What follows belongs to an exercise in optimizing a design on an open flow for small area, a short achievable clock period and few clock cycles per item; a production flow would make more cautious choices. The RTL was checked by simulation tests, not by an equivalence proof against the original design. Power figures rest on the tool's default switching activity, not on a simulated workload.

Design firewall, start of the top module:
module firewall
   #(
      parameter DATA_WIDTH = 64,
      parameter CTRL_WIDTH = DATA_WIDTH/8,
      parameter SRAM_ADDR_WIDTH = 19,
      parameter SRAM_DATA_WIDTH = DATA_WIDTH+CTRL_WIDTH,
      parameter UDP_REG_SRC_WIDTH = 2
   )
   (
      input  [DATA_WIDTH-1:0]             in_data,
      input  [CTRL_WIDTH-1:0]             in_ctrl,
      input                               in_wr,
      output                              in_rdy,
      output reg [DATA_WIDTH-1:0]         out_data,
      output reg [CTRL_WIDTH-1:0]         out_ctrl,
      output reg                          out_wr,
      input                               out_rdy,
      input                               reg_req_in,
      input                               reg_ack_in,
      input                               reg_rd_wr_L_in,
      input  [23-1:0]    reg_addr_in,
      input  [32-1:0]   reg_data_in,
      input  [UDP_REG_SRC_WIDTH-1:0]      reg_src_in,
      output                              reg_req_out,
      output                              reg_ack_out,
      output                              reg_rd_wr_L_out,
      output  [23-1:0]   reg_addr_out,
      output  [32-1:0]  reg_data_out,
      output  [UDP_REG_SRC_WIDTH-1:0]     reg_src_out,
      output reg                          sram_rd_req,
      output reg [SRAM_ADDR_WIDTH-1:0]    sram_rd_addr,
      input [DATA_WIDTH-1:0]              sram_rd_data,
      input                               sram_rd_ack,
      input                               sram_rd_vld,
      output reg                          sram_wr_req,
      output reg [SRAM_ADDR_WIDTH-1:0]    sram_wr_addr,
      output reg [DATA_WIDTH-1:0]         sram_wr_data,
      input                               sram_wr_ack,
      input                                reset,
      input                                clk
   );
   localparam W = DATA_WIDTH+CTRL_WIDTH;
   localparam TCP = 8'h06;
   wire [31:0] reg0, reg1, reg2, reg3;
   wire        sw_access;
   generic_regs
   #(
      .UDP_REG_SRC_WIDTH   (UDP_REG_SRC_WIDTH),
      .TAG                 (18'h00002),
      .REG_ADDR_WIDTH      (5),
      .NUM_SOFTWARE_REGS   (4)
   ) module_regs (
  ...
==> flow/config.mk <==
export PLATFORM = sky130hd
export DESIGN_NAME = firewall
export DESIGN_NICKNAME = firewall
export VERILOG_FILES = /design/flow/design.v
export SDC_FILE = /design/flow/constraint.sdc
export NUM_CORES = 4
export LEC_CHECK = 0
export CAP_MARGIN = 20
export CORE_MARGIN = 2
export CORE_UTILIZATION = 40
export PLACE_DENSITY = 0.6
export SETUP_SLACK_MARGIN = 2.8
export SLEW_MARGIN = 20
==> flow/constraint.sdc <==
create_clock -name core_clock -period 5.5 [get_ports {clk}]
set_input_delay 1.1000 -clock core_clock [delete_from_list [all_inputs] [get_ports {clk}]]
set_output_delay 1.1000 -clock core_clock [all_outputs]
set_load 0.01 [all_outputs]
standard.sh (not shown) runs the stock make flow with config.mk's settings and CLKGATE_MAP_FILE= SYNTH_SCRIPT=/design/flow/synth_recipe.tcl, a recipe that flattens the netlist after the stock synthesis.
==> flow/flow/run.sh <==
#!/bin/bash
# The standard layout (standard.sh: the standard flow's synthesis and ORFS flow, unchanged
# scripts) with two placement/CTS choices passed through ORFS variables:
#  - every input and output port still gets its own buffer, but a small
#    sky130_fd_sc_hd__buf_1 instead of the default clkdlybuf4s50_1 delay cell;
#  - clock tree synthesis without dummy loads.
# The whole make output goes to flow.log in this folder; ORFS's own per-step
# logs stay under orfs/logs/.
set -euo pipefail
cd "$(dirname "$0")/.."
export BUFFER_PORTS_ARGS="-buffer_cell sky130_fd_sc_hd__buf_1"
export CTS_ARGS="-sink_clustering_enable -repair_clock_nets -dont_use_dummy_load"
bash standard.sh > flow.log 2>&1
Testbench counts at the start, summed over its fixed seeds: cycles 44,773, packets 1,920.
==> next run, changes <==
--- a/flow/flow/run.sh
+++ b/flow/flow/run.sh
@@ -11,3 +11,3 @@
 export BUFFER_PORTS_ARGS="-buffer_cell sky130_fd_sc_hd__buf_1"
-export CTS_ARGS="-sink_clustering_enable -repair_clock_nets -dont_use_dummy_load"
+export CTS_ARGS="-sink_clustering_enable -repair_clock_nets -dont_use_dummy_load -buf_list sky130_fd_sc_hd__clkbuf_4 -sink_clustering_size 10 -sink_clustering_max_diameter 40"
 bash standard.sh > flow.log 2>&1
The new run completed without violations.
Die area stays the same.
Global-route usage barely changes.
Utilization decreases by 1.8 points.
Non-clock buffer count decreases by 1.
Via count increases by 1.6%.
Setup slack gains 0.073 ns.
Wire length increases by 1.0%.

* * *

Another version of the RTL of firewall (not shown whole).
Size: ~1700 cells after synthesis, ~970 flip-flops, roughly 440 I/O pins.
export LEC_CHECK = 0
export CAP_MARGIN = 20
export CORE_MARGIN = 2
export CORE_UTILIZATION = 65
export PLACE_DENSITY = 0.75
export SETUP_SLACK_MARGIN = 3.0
export SLEW_MARGIN = 20
create_clock -name core_clock -period 5.5 [get_ports {clk}]
==> flow/flow/run.sh <==
#!/bin/bash
# The standard layout (standard.sh: the standard flow's synthesis and ORFS flow, unchanged
# scripts) with two placement/CTS choices passed through ORFS variables:
#  - every input and output port still gets its own buffer, but a small
#    sky130_fd_sc_hd__buf_1 instead of the default clkdlybuf4s50_1 delay cell;
#  - clock tree synthesis without dummy loads.
# The whole make output goes to flow.log in this folder; ORFS's own per-step
# logs stay under orfs/logs/.
set -euo pipefail
cd "$(dirname "$0")/.."
export BUFFER_PORTS_ARGS="-buffer_cell sky130_fd_sc_hd__buf_1"
export CTS_ARGS="-sink_clustering_enable -repair_clock_nets -dont_use_dummy_load -buf_list sky130_fd_sc_hd__clkbuf_4 -sink_clustering_size 10 -sink_clustering_max_diameter 40"
bash standard.sh > flow.log 2>&1
The starting point ran to the end with no violations.
Testbench counts at the start, summed over its fixed seeds: cycles 42,052, packets 1,920.
==> next run, changes <==
--- a/flow/config.mk
+++ b/flow/config.mk
@@ -11,3 +11,3 @@
 export PLACE_DENSITY = 0.75
-export SETUP_SLACK_MARGIN = 3.0
+export SETUP_SLACK_MARGIN = 2.8
 export SLEW_MARGIN = 20
What happened:
- routed wire length drops by about 5%
- total power is lower by 1.0%
- maximum frequency went down by 0.61%
- non-clock buffer count went down by 73

[what the ideal ports hide]
In the flow no input, the clock included, has a driving cell. The finished layouts below were timed again as built, in two steps. Step 1 (the two cells are an assumption about what drives the block):
set clk [get_ports {clk}]
set_driving_cell -lib_cell sky130_fd_sc_hd__clkbuf_16 $clk
set_driving_cell -lib_cell sky130_fd_sc_hd__buf_2 [delete_from_list [all_inputs] $clk]
Step 2 times the ports against the registers' clock, not the clock port: input delays grow and output delays shrink by t, the midpoint of the rising clock arrivals with the driver on. Three values: ideal ports, drivers, drivers and shift; two values: the first two.
| run | t, ns | setup slack, ns | latest minus earliest clock arrival (ns) |
|---|---|---|---|
| the first run of note 1 | 0.624 | 2.638 / 2.574 / 2.175 | 0.054 / 0.054 |
| the second run of note 1 | 0.838 | 2.711 / 2.613 / 1.959 | 0.121 / 0.120 |
| the first run of note 2 | 0.828 | 2.847 / 2.778 / 2.111 | 0.123 / 0.122 |
| the second run of note 2 | 0.824 | 2.831 / 2.616 / 2.052 | 0.124 / 0.123 |
After both steps every run listed still meets setup and hold. The setup slack of the second run of note 2, which loses most, moves by -0.215 ns with the drivers and by -0.779 ns with both steps.
